Source: an optimization exercise on an open RTL-to-GDS flow (aim: a short achievable clock period and few clock cycles). Production flows keep margins and buffers that such runs may drop.
In this exercise RTL edits were held to simulation tests only and were not proved equivalent to the original.
Power is estimated from default activity; no workload was simulated.

--- design.v ---
module ysyx_25070198_ifu(
    input clock,
    input reset,
    input [31:0] jump_pc,
    input jump,
    input io_lsu_respValid,
    input mem_ren,
    input inst_done,
    output reg [31:0] pc,
    output [31:0] inst,
    output reg inst_valid,
    output reg [31:0] ifu_raddr,
    input [31:0] io_ifu_rdata,
    output reg io_ifu_reqValid,
    input io_ifu_respValid
);
    reg ifu_reqValid;
    assign io_ifu_reqValid = ifu_reqValid & !reset;
    typedef enum logic [1:0] {
        IFU_IDLE = 2'b00,
        IFU_WAIT = 2'b01,
        IFU_STAY = 2'b10   
    } ifu_state_t;
    ifu_state_t ifu_current_state, ifu_next_state;
    always @(posedge clock) begin
        if (reset) begin
            pc <= 32'h30000000;
        end 
        else if (jump) begin
            pc <= jump_pc;
        end
        else if (inst_done) begin
            pc <= pc + 32'h4; 
        end
    end
    always @(posedge clock) begin
        if (reset) begin
            ifu_current_state <= IFU_IDLE;
        end else begin
            ifu_current_state <= ifu_next_state;
        end
    end
    reg [31:0] inst_reg;
    reg [31:0] inst_next;
    always @(posedge clock) begin
        if (reset) begin
            inst_reg <= 32'h0;
        end else begin
            inst_reg <= inst_next;
        end
    end
    assign inst = inst_reg;
    always @(*) begin
        case (ifu_current_state)
            IFU_IDLE: begin    
                ifu_reqValid = 1'b1;
                ifu_raddr = pc;
                inst_valid = 1'b0;
                inst_next = 32'h0;
                ifu_next_state = IFU_STAY;
            end
            IFU_STAY: begin    
                ifu_reqValid = 1'b0;
                ifu_raddr = pc;
                inst_valid = 1'b0;
                if (io_ifu_respValid) begin
                    ifu_next_state = IFU_WAIT;
                    inst_next = io_ifu_rdata;
                end else begin
                    ifu_next_state = IFU_STAY;
                    inst_next = inst_reg;
                end
            end
            IFU_WAIT: begin    
                ifu_reqValid = 1'b0;
                ifu_raddr = pc;
                inst_valid = 1'b1;
                inst_next = inst_reg;
                if (inst_done) begin 
                    ifu_next_state = IFU_IDLE;
                end else begin
                    ifu_next_state = IFU_WAIT;
                end
            end
            default: begin
                ifu_reqValid = 1'b0;
                ifu_raddr = 32'h0;
                inst_valid = 1'b0;
                inst_next = 32'h0;
                ifu_next_state = IFU_IDLE;
            end
        endcase
    end
endmodule
module ysyx_25070198_idu(
    input clock,
    input reset,
    input [31:0] inst,
    output [4:0] rs1,
    output [4:0] rs2,
    output [4:0] rd,
    output [31:0] imm,
    output [1:0] io_lsu_size,
    output is_addi,
    output is_jalr,
    output is_add,
    output is_lui,
    output is_lw,
    output is_lbu,
    output is_sw,
    output is_sb,
    output is_csrrw
);
    wire [6:0] opcode;
    wire [2:0] funct3;
    wire [6:0] funct7;
    assign opcode = inst[6:0];
    assign rd = inst[11:7];
    assign funct3 = inst[14:12];
    assign rs1 = inst[19:15];
    assign rs2 = inst[24:20];
    assign funct7 = inst[31:25];
    assign is_addi = (opcode == 7'b0010011) && (funct3 == 3'b000);     
    assign is_jalr = (opcode == 7'b1100111) && (funct3 == 3'b000);     
    assign is_add  = (opcode == 7'b0110011) && (funct3 == 3'b000);     
    assign is_lui  = (opcode == 7'b0110111);                           
    assign is_lw   = (opcode == 7'b0000011) && (funct3 == 3'b010);     
    assign is_lbu  = (opcode == 7'b0000011) && (funct3 == 3'b100);     
    assign is_sw   = (opcode == 7'b0100011) && (funct3 == 3'b010);     
    assign is_sb   = (opcode == 7'b0100011) && (funct3 == 3'b000);     
    assign is_csrrw = (opcode == 7'b1110011) && (funct3 == 3'b001);    
    assign io_lsu_size = (is_lw || is_sw) ? 2'b10 : 
                         (is_lbu || is_sb) ? 2'b00 :
                         2'b00;
    wire [31:0] i_imm = {{20{inst[31]}}, inst[31:20]};
    wire [31:0] s_imm = {{20{inst[31]}}, inst[31:25], inst[11:7]};
    wire [31:0] u_imm = {inst[31:12], 12'b0};
    wire [31:0] csr_imm = {20'b0, inst[31:20]};
    assign imm = (is_addi || is_jalr || is_lw || is_lbu ) ? i_imm :
                 (is_lui) ? u_imm :
                 (is_sw || is_sb) ? s_imm :
                 (is_csrrw) ? csr_imm :
                 32'b0;
endmodule
module ysyx_25070198_exu(
    input clock,
    input reset,
    input inst_valid,
    input is_addi,
    input is_jalr,
    input is_add,
    input is_lui,
    input is_lw,
    input is_lbu,
    input is_sw,
    input is_sb,
    input is_csrrw,
    input [31:0] csr_rdata,
    output csr_wen,
    output [11:0] csr_addr,
    input io_lsu_respValid,
    input [31:0] pc,
    input [31:0] reg_rdata1,reg_rdata2,imm,
    output mem_ren,mem_wen,reg_wen,reg_men,
    output [31:0] reg_wdata,mem_wdata,
    output [31:0] mem_addr,
    output [3:0] mem_mask, 
    output [1:0] sel,
    output [31:0] jump_pc,
    output jump
);
assign jump_pc = is_jalr ? (reg_rdata1 + imm) & 32'hFFFFFFFE : 32'b0;
assign jump = is_jalr && inst_valid;
assign reg_wen = ((is_add || is_addi || is_jalr || is_lui || is_csrrw) && inst_valid) || 
                 ((is_lw || is_lbu) && io_lsu_respValid);
assign reg_men = (is_lw || is_lbu) && inst_valid;
assign mem_ren = (is_lw || is_lbu) && inst_valid && !io_lsu_respValid;
assign mem_wen = (is_sw || is_sb) && inst_valid;
wire [31:0] addr_sum = reg_rdata1 + imm;
assign sel = addr_sum[1:0];
assign mem_addr = (mem_ren || mem_wen) ? addr_sum : 32'b0;
assign mem_mask = (is_sb) ? (4'b0001 << sel):
                    (is_sw) ? 4'b1111 :
                    4'b0;
assign reg_wdata = (is_jalr) ? pc + 32'h4 : 
                    (is_addi) ? reg_rdata1 + imm :
                    (is_add) ? reg_rdata1 + reg_rdata2 :
                    (is_lui) ? imm :
                    (is_csrrw) ? csr_rdata :
                    32'b0;
assign mem_wdata = (is_sw) ? reg_rdata2 : 
                    (is_sb && mem_mask == 4'd1) ? {24'b0, reg_rdata2[7:0]} :
                    (is_sb && mem_mask == 4'd2) ? {16'b0, reg_rdata2[7:0], 8'b0} :
                    (is_sb && mem_mask == 4'd4) ? {8'b0, reg_rdata2[7:0], 16'b0} :
                    (is_sb && mem_mask == 4'd8) ? {reg_rdata2[7:0], 24'b0} :
                    0;
assign csr_wen = is_csrrw && inst_valid;
assign csr_addr = imm[11:0];
endmodule
module ysyx_25070198_rf(
    input clock,
    input reset,
    input [31:0] reg_wdata,mem_rdata,
    input [4:0] reg_waddr,
    input reg_wen,reg_men,is_lbu,
    input [1:0] sel,
    output reg [31:0] debug_x10,
    input [4:0] reg_raddr1,reg_raddr2,
    output [31:0] reg_rdata1,reg_rdata2
);
reg [31:0] rf [0:31];
wire [7:0] mem_rdatas = (sel == 2'd0) ? mem_rdata[7:0] :
                        (sel == 2'd1) ? mem_rdata[15:8] :
                        (sel == 2'd2) ? mem_rdata[23:16] :
                        (sel == 2'd3) ? mem_rdata[31:24] :
                        0;
integer i;
always@(posedge clock or posedge reset) begin
    if(reset) begin
        for(i=0; i<32; i=i+1) rf[i] <= 0;
    end
    else if(reg_wen && reg_waddr != 5'b0) begin
        if(reg_men) begin
            rf[reg_waddr] <= (is_lbu) ? {24'b0, mem_rdatas} : mem_rdata;
        end else begin
            rf[reg_waddr] <= reg_wdata;
        end
    end
end
assign reg_rdata1 = rf[reg_raddr1];
assign reg_rdata2 = rf[reg_raddr2];
endmodule
module ysyx_25070198_lsu(
    input clock,
    input reset,
    input mem_ren,
    input mem_wen,
    input [31:0] mem_addr,
    input [31:0] mem_wdata,
    input [3:0] mem_mask,
    output reg [31:0] mem_rdata,
    output reg [31:0] io_lsu_addr,
    output reg io_lsu_wen,
    output reg [31:0] io_lsu_wdata,
    output reg [3:0] io_lsu_wmask,
    input [31:0] io_lsu_rdata,
    output reg io_lsu_reqValid,
    input io_lsu_respValid
);
    typedef enum logic {
        LSU_IDLE = 1'b0,
        LSU_WAIT = 1'b1
    } lsu_state_t;
    lsu_state_t lsu_current_state, lsu_next_state;
    always @(posedge clock) begin
        if (reset) begin
            lsu_current_state <= LSU_IDLE;
        end else begin
            lsu_current_state <= lsu_next_state;
        end
    end
    always @(*) begin
        case (lsu_current_state)
            LSU_IDLE: begin     
                if (mem_ren || mem_wen) begin
                    lsu_next_state = LSU_WAIT;   
                end else begin
                    lsu_next_state = LSU_IDLE;
                end
            end
            LSU_WAIT: begin     
                if(io_lsu_respValid) 
                    lsu_next_state = LSU_IDLE;   
                else
                    lsu_next_state = LSU_WAIT;   
            end
            default: begin
                lsu_next_state = LSU_IDLE;
            end
        endcase
    end
    always @(*) begin
        case (lsu_current_state)
            LSU_IDLE: begin    
                io_lsu_reqValid = mem_ren || mem_wen;
                io_lsu_addr = mem_addr;
                io_lsu_wen = mem_wen;
                io_lsu_wdata = mem_wdata;
                io_lsu_wmask = mem_mask;
                mem_rdata = 32'b0;
            end
            LSU_WAIT: begin    
                io_lsu_reqValid = 1'b1;       
                io_lsu_addr = mem_addr;       
                io_lsu_wen = mem_wen;         
                io_lsu_wdata = mem_wdata;     
                io_lsu_wmask = mem_mask;      
                mem_rdata = io_lsu_rdata;     
            end
            default: begin
                io_lsu_reqValid = 1'b0;
                io_lsu_addr = 32'b0;
                io_lsu_wen = 1'b0;
                io_lsu_wdata = 32'b0;
                io_lsu_wmask = 4'b0;
                mem_rdata = 32'b0;
            end
        endcase
    end
endmodule
module ysyx_25070198_csr_reg (
    input clock,
    input reset,
    input csr_wen,
    input [11:0] csr_addr,
    input [31:0] csr_wdata, 
    output [31:0] csr_rdata
);
    reg [31:0] mcycle;
    reg [31:0] mcycleh;
    reg [31:0] mvendorid;
    reg [31:0] marchid;
    always @(posedge clock) begin
        if (reset) begin
            {mcycleh, mcycle} <= 64'b0;
            mvendorid <= 32'h79737978;
            marchid <= 32'd25070198;
        end
        else if (csr_wen) begin
            case (csr_addr)
                12'hB00: mcycle  <= csr_wdata;
                12'hB80: mcycleh <= csr_wdata;
                default: {mcycleh, mcycle} <= {mcycleh, mcycle} + 64'b1;
            endcase
        end
        else begin
            {mcycleh, mcycle} <= {mcycleh, mcycle} + 64'b1;
        end
    end
    assign csr_rdata = (csr_addr == 12'hB00) ? mcycle :
                      (csr_addr == 12'hB80) ? mcycleh :
                      (csr_addr == 12'hF11) ? mvendorid :
                      (csr_addr == 12'hF12) ? marchid :
                      32'b0;
endmodule
module ysyx_25070198(
    input clock,
    input reset,
    output io_ifu_reqValid,
    output [31:0] io_ifu_addr,
    input io_ifu_respValid,
    input [31:0] io_ifu_rdata,
    output io_lsu_reqValid,
    output [31:0] io_lsu_addr,
    output [1:0] io_lsu_size,
    output io_lsu_wen,
    output [31:0] io_lsu_wdata,
    output [3:0] io_lsu_wmask,
    input io_lsu_respValid,
    input [31:0] io_lsu_rdata
);
    wire [31:0] pc;
    wire [31:0] jump_pc;
    wire jump;
    wire inst_valid;
    wire [31:0] inst;
    wire [4:0] rs1, rs2, rd;
    wire [31:0] imm;
    wire is_addi, is_jalr, is_add, is_lui, is_lw, is_lbu, is_sw, is_sb, is_csrrw;
    wire [31:0] reg_rdata1, reg_rdata2;
    wire mem_ren, mem_wen, reg_wen, reg_men;
    wire [31:0] reg_wdata, mem_wdata;
    wire [31:0] mem_addr;
    wire [3:0] mem_mask;
    wire [1:0] sel;
    wire csr_wen;
    wire [11:0] csr_addr;
    wire [31:0] csr_rdata;
    wire inst_done;
    wire [31:0] mem_rdata;
    wire [31:0] ifu_raddr;
    assign io_ifu_addr = ifu_raddr;
    assign inst_done = inst_valid && (!(is_lw || is_lbu || is_sb || is_sw) || io_lsu_respValid);
    wire [31:0] debug_x10;
    ysyx_25070198_ifu ysyx_25070198_ifu0(
        .clock(clock),
        .reset(reset),
        .jump_pc(jump_pc),
        .jump(jump),
        .pc(pc),
        .inst(inst),
        .inst_valid(inst_valid),
        .inst_done(inst_done),
        .io_lsu_respValid(io_lsu_respValid),
        .mem_ren(mem_ren),
        .io_ifu_rdata(io_ifu_rdata),
        .ifu_raddr(ifu_raddr),
        .io_ifu_reqValid(io_ifu_reqValid),
        .io_ifu_respValid(io_ifu_respValid)
    );
    ysyx_25070198_idu ysyx_25070198_idu0(
        .clock(clock),
        .reset(reset),
        .inst(inst),
        .rs1(rs1),
        .rs2(rs2),
        .rd(rd),
        .imm(imm),
        .is_addi(is_addi),
        .is_jalr(is_jalr),
        .is_add(is_add),
        .is_lui(is_lui),
        .is_lw(is_lw),
        .is_lbu(is_lbu),
        .is_sw(is_sw),
        .is_sb(is_sb),
        .is_csrrw(is_csrrw),
        .io_lsu_size(io_lsu_size)
    );
    ysyx_25070198_exu ysyx_25070198_exu0(
        .clock(clock),
        .reset(reset),
        .is_addi(is_addi),
        .is_jalr(is_jalr),
        .is_add(is_add),
        .is_lui(is_lui),
        .is_lw(is_lw),
        .is_lbu(is_lbu),
        .is_sw(is_sw),
        .is_sb(is_sb),
        .pc(pc),
        .reg_rdata1(reg_rdata1),
        .reg_rdata2(reg_rdata2),
        .imm(imm),
        .mem_ren(mem_ren),
        .mem_wen(mem_wen),
        .reg_wen(reg_wen),
        .reg_men(reg_men),
        .reg_wdata(reg_wdata),
        .mem_wdata(mem_wdata),
        .mem_addr(mem_addr),
        .mem_mask(mem_mask),
        .sel(sel),
        .jump_pc(jump_pc),
        .jump(jump),
        .inst_valid(inst_valid),
        .io_lsu_respValid(io_lsu_respValid),
        .is_csrrw(is_csrrw),
        .csr_rdata(csr_rdata),
        .csr_wen(csr_wen),
        .csr_addr(csr_addr)
    );
    ysyx_25070198_rf ysyx_25070198_rf0(
        .clock(clock),
        .reset(reset),
        .reg_wdata(reg_wdata),
        .mem_rdata(mem_rdata),
        .reg_waddr(rd),
        .reg_wen(reg_wen),
        .reg_men(reg_men),
        .is_lbu(is_lbu),
        .sel(sel),
        .reg_raddr1(rs1),
        .reg_raddr2(rs2),
        .reg_rdata1(reg_rdata1),
        .reg_rdata2(reg_rdata2),
        .debug_x10(debug_x10)
    );
    ysyx_25070198_csr_reg ysyx_25070198_csr_reg0(
        .clock(clock),
        .reset(reset),
        .csr_wen(csr_wen),
        .csr_addr(csr_addr),
        .csr_wdata(reg_rdata1),
        .csr_rdata(csr_rdata)
    );
    ysyx_25070198_lsu ysyx_25070198_lsu0(
        .clock(clock),
        .reset(reset),
        .mem_ren(mem_ren),
        .mem_wen(mem_wen),
        .mem_addr(mem_addr),
        .mem_wdata(mem_wdata),
        .mem_mask(mem_mask),
        .mem_rdata(mem_rdata),
        .io_lsu_respValid(io_lsu_respValid),
        .io_lsu_addr(io_lsu_addr),
        .io_lsu_wen(io_lsu_wen),
        .io_lsu_wdata(io_lsu_wdata),
        .io_lsu_wmask(io_lsu_wmask),
        .io_lsu_rdata(io_lsu_rdata),
        .io_lsu_reqValid(io_lsu_reqValid)
    );
endmodule
--- run.sh ---
#!/bin/bash
# synth_recipe.tcl (not shown) runs the flow's synth.tcl, then flattens the netlist and writes it again
# the make line also repeats each setting of config.mk as NAME=value (left out here)
make -C /OpenROAD-flow-scripts/flow DESIGN_CONFIG=/design/flow/config.mk WORK_HOME=/design/flow/orfs CLKGATE_MAP_FILE= SYNTH_SCRIPT=/design/flow/synth_recipe.tcl finish
--- config.mk ---
export PLATFORM = sky130hd
export DESIGN_NAME = ysyx_25070198
export DESIGN_NICKNAME = ysyx_25070198
export VERILOG_FILES = /design/flow/design.v
export SDC_FILE = /design/flow/constraint.sdc
export NUM_CORES = 4
export LEC_CHECK = 0
export CAP_MARGIN = 20
export CORE_MARGIN = 2
export CORE_UTILIZATION = 25
export SLEW_MARGIN = 20
--- constraint.sdc ---
create_clock -name core_clock -period 12.0 [get_ports {clock}]
set_input_delay 2.4000 -clock core_clock [delete_from_list [all_inputs] [get_ports {clock}]]
set_output_delay 2.4000 -clock core_clock [all_outputs]
set_load 0.01 [all_outputs]
==> results.ini <==
[outcome]
status=finished clean

[synth]
synth.cell_area_sq_um=63900
ys_types=104
yosysSeqAreaShare_pct=44.2
syn_area_per_cell_sq_um=8.24
synth-edff-count=0
synth_warnings=6
ys_ff_latch=1154
ys.flop_type=dfrtp_1
syn_inst=7753
synthArstFlopShare_pct=88.7

[route]
viasPerCell=6.34
drt_first_pass_iters=22
routed-via-count=70600
drtIter0Drc=14200
drc=0
avgRoutedWirePerCell_microns=36.1
ant_nets=0
wl_mm=402

[floorplanning]
fp.dieW_microns=509
initial_utilization_pct=25.1
die_h_microns=509
io-pin-count=173
rows=185
core_area_sq_um=254000
die_area_sq_um=259000

[timing]
tightest_slew_ns=1.32
finClkSkew_ns=0.0576
rsz0062_at_grt=false
slew_headroom_pct=12.2
fin_hold_ws_ns=0.407
period_share_pct=95.2
hold_viol=0
max_freq_ghz=0.0875
min_period_ns=11.43
drv_slew=0
setup_violations=0

[worst_setup_path]
crit_family=compound AO/OA/AOI/OAI gates
crit_chain=buf_4 -> or3b_1 -> nor2_4 -> buf_4 -> a22oi_1 -> nand2_1 -> nor4_1 -> a21oi_1 -> ha_1 -> o21ai_0 -> o21ai_0 -> nand3_1 -> a31o_2 -> o211ai_1 -> o21ai_1 -> nand4_1 -> a21oi_1 -> o211a_1 -> o21ai_0 -> a31oi_1 -> xor2_1 -> nor2_1 -> clkdlybuf4s50_1
crit_buf_inv=3
rrSetupSlack_ns=2.82
worstSetupEndpointType=output port
crit_path_start_kind=flip-flop
ff2ff_path_depth=23
cpPeakStageDelay_ns=0.99
crit_required_ns=9.60
crit_top_cell=o21ai_0
slowest_stage=a21oi_1
worstPathArrival_ns=9.03
r2r-end=ysyx_25070198_rf0.rf[21][31]
crit_fanout=41
reg2reg_from=ysyx_25070198_ifu0.inst_reg[21]
critPathKind=flip-flop to output port

[global_routing]
grt_antenna_before_repair=25
grt_pass1_wl_mm=544
grt_max_degree=151
grt_overflow=0
track_usage_pct=29.9
grt_pass1_vias=64800

[cells_and_area]
nets=7761
fin_area_sq_um=75000
layout-drive-gt1-share_pct=10.5
final_util_pct=29.5
largest_reg_flops=1024
area_growth_pct=17.5
regMostFlops=ysyx_25070198_rf0.rf

[power]
p_total_mw=9.18
peakVddDrop_v=0.000160
power.density_nw_per_um2=122
p_leak_nw=31.4

[clocking]
cts_made_buffers=138
cts_tree=built
cts_sinks=1154
post_cts_buffers=0
cts_root_buf=clkbuf_16
insertion_delay_ns=0.85
cts_max_path_buffers=3
clkTransAtPathRegs_ns=0.06
htreeDepth=4
cts_hold_buf=0
cts_resized=0

[placement]
hpwl_mm=268
placement.io_buffers=170
gp_routability_congestion=1.07
place_area_sq_um=70200

[run]
drv_cap=0

[hold_path]
hold_end=ysyx_25070198_rf0.rf[0][28]
min-delay-path-class=flip-flop to flip-flop
hp-start=ysyx_25070198_rf0.rf[0][28]
hold_depth=0

## placed cells by master (no fill, tap or decap), types with 39 or more instances in the layout
| master | count |
|---|---|
| clkbuf_16 | 140 |
| nand2_1 | 1169 |
| and2_1 | 64 |
| a31oi_1 | 84 |
| nor3_1 | 67 |
| nor4_1 | 91 |
| a2111oi_0 | 55 |
| nand3_1 | 184 |
| nor2_4 | 81 |
| dfxtp_1 | 124 |
| a22oi_1 | 810 |
| clkdlybuf4s50_1 | 169 |
| nor2_1 | 768 |
| a21oi_2 | 39 |
| nand4_1 | 98 |
| a211oi_1 | 44 |
| mux2_2 | 52 |
| o21ai_1 | 72 |
| xnor2_1 | 59 |
| a21oi_1 | 624 |
| o21ai_0 | 627 |
| ha_1 | 44 |
| dfrtp_1 | 1024 |
| and3_1 | 206 |
| buf_4 | 298 |
## cell type report
type                    instances  area (sq um)
clock inverters                59           768
flip-flops and latches       1154         28200
diodes                         23          57.6
well taps                    3366          4210
repair buffers                472          4030
multi-input cells            5845         33600
fillers                     26800        179000
inverters                      36           139
clock buffers                 192          3990
## cell families after synthesis
kind of cell,share of synthesized area [%]
and+or+nand+nor,20.9
adders and majority gates,1.01
AOI/OAI and AO/OA,26.5
DFF,44.2
xor gates and xnor gates,1.34
other,0.00587
buffers and inverters,4.72
muxes,1.25
## per-stage QoR
step / setup TNS, ns / std cells / setup slack [ns]
floorplan: -5014.76 / 7754 / -7.64
global placement: 0 / 10900 / 2.15
detailed placement: 0 / 10900 / 2.06
CTS: 0 / 11100 / 1.15
global route: 0 / 11100 / 0.632
finish: 0 / 11100 / 0.574
## power breakdown
| part | switching (mW) | leakage [nW] | internal [mW] |
|---|---|---|---|
| registers | 0.00942 | 15.4 | 3.89 |
| clock network | 1.90 | 2.33 | 2.59 |
| logic | 0.612 | 13.7 | 0.186 |
## worst max-delay path by stage
stage	from	to	slack (ns)	cells past startpoint
2_1_floorplan	reset	ysyx_25070198_ifu0.pc[23]	-7.64	3
3_3_place_gp	ysyx_25070198_ifu0.inst_reg[18]	io_lsu_addr[30]	2.15	24
3_5_place_dp	ysyx_25070198_ifu0.inst_reg[18]	io_lsu_addr[27]	2.06	21
4_1_cts	ysyx_25070198_ifu0.inst_reg[18]	io_lsu_addr[27]	1.15	21
5_1_grt	ysyx_25070198_ifu0.inst_reg[18]	io_lsu_addr[30]	0.63	23
6_report	ysyx_25070198_ifu0.inst_reg[18]	io_lsu_addr[30]	0.57	23
## layer usage
| metal | share of wire (%) | vias to the layer above | GRT usage (%) | routed length [microns] |
|---|---|---|---|---|
| met5 | 0.074 | - | 0.274 | 296 |
| met4 | 7.9 | 26 | 18.0 | 31700 |
| met3 | 14 | 1768 | 11.3 | 58300 |
| met2 | 39 | 6516 | 41.4 | 158000 |
| met1 | 38 | 34400 | 39.1 | 154000 |
| li1 | - | 27900 | - | - |
## cell usage after synthesis (10+ instances only)
cell	number	area, sq um
nand2_1	1177	4420
dfrtp_1	1024	25600
nor2_1	864	3240
a22oi_1	815	6120
a21oi_1	643	3220
o21ai_0	630	3150
clkbuf_1	596	2240
and3_1	206	1290
nand3_1	184	921
dfxtp_1	130	2600
nand4_1	98	613
nor4_1	91	569
a31oi_1	87	544
buf_2	83	415
o21ai_1	71	355
nor3_1	70	350
and2_1	65	407
xnor2_1	59	517
a2111oi_0	55	482
mux2_2	52	586
a211oi_1	46	345
ha_1	44	551
nor2b_1	41	257
a221oi_1	37	324
xor2_1	37	324
inv_1	36	135
a22o_1	28	245
buf_1	23	86.3
a21o_1	21	158
mux2i_1	21	210
nand2b_1	21	131
nor3b_1	21	158
a21oi_2	20	175
o22ai_1	20	125
nand3b_1	19	143
o31ai_1	18	135
o211ai_1	16	120
or2_2	16	100
or3_1	16	100
buf_4	13	97.6
o32a_1	13	130
a32oi_1	11	96.3
and4_1	11	96.3
o2111ai_1	11	96.3
o21a_1	10	75.1
Testbench counts, summed over its fixed seeds: cycles 93,229.

[static timing again, ports no longer ideal]
The flow's constraints put no driver on any port. The routed layout listed below was extracted and timed again, unchanged, in two steps.
Step 1 sets driving cells, clkbuf_16 on the clock port and buf_2 on the other inputs (assumed; they add their load-dependent delay and slew).
Step 2 adds t to the input delays and takes it off the output delays; t is the mean of the earliest and latest rising clock arrival at the registers after step 1. Input paths then give back, and output paths get back, about the clock's delay inside the block.
Three values: ideal, step 1, step 2; two values: the first two.
shift t [ns]: 0.924
setup slack, ns: 0.574 / 0.467 / 1.392
hold slack, ns: 0.407 / 0.407 / 0.407
worst slew at a driven data input, ns: 0.09
pins driven straight from the clock port: 1
After both steps setup and hold are still met in this run. For this run, drivers alone change the setup slack by -0.107 ns; drivers and shift together by +0.818 ns.
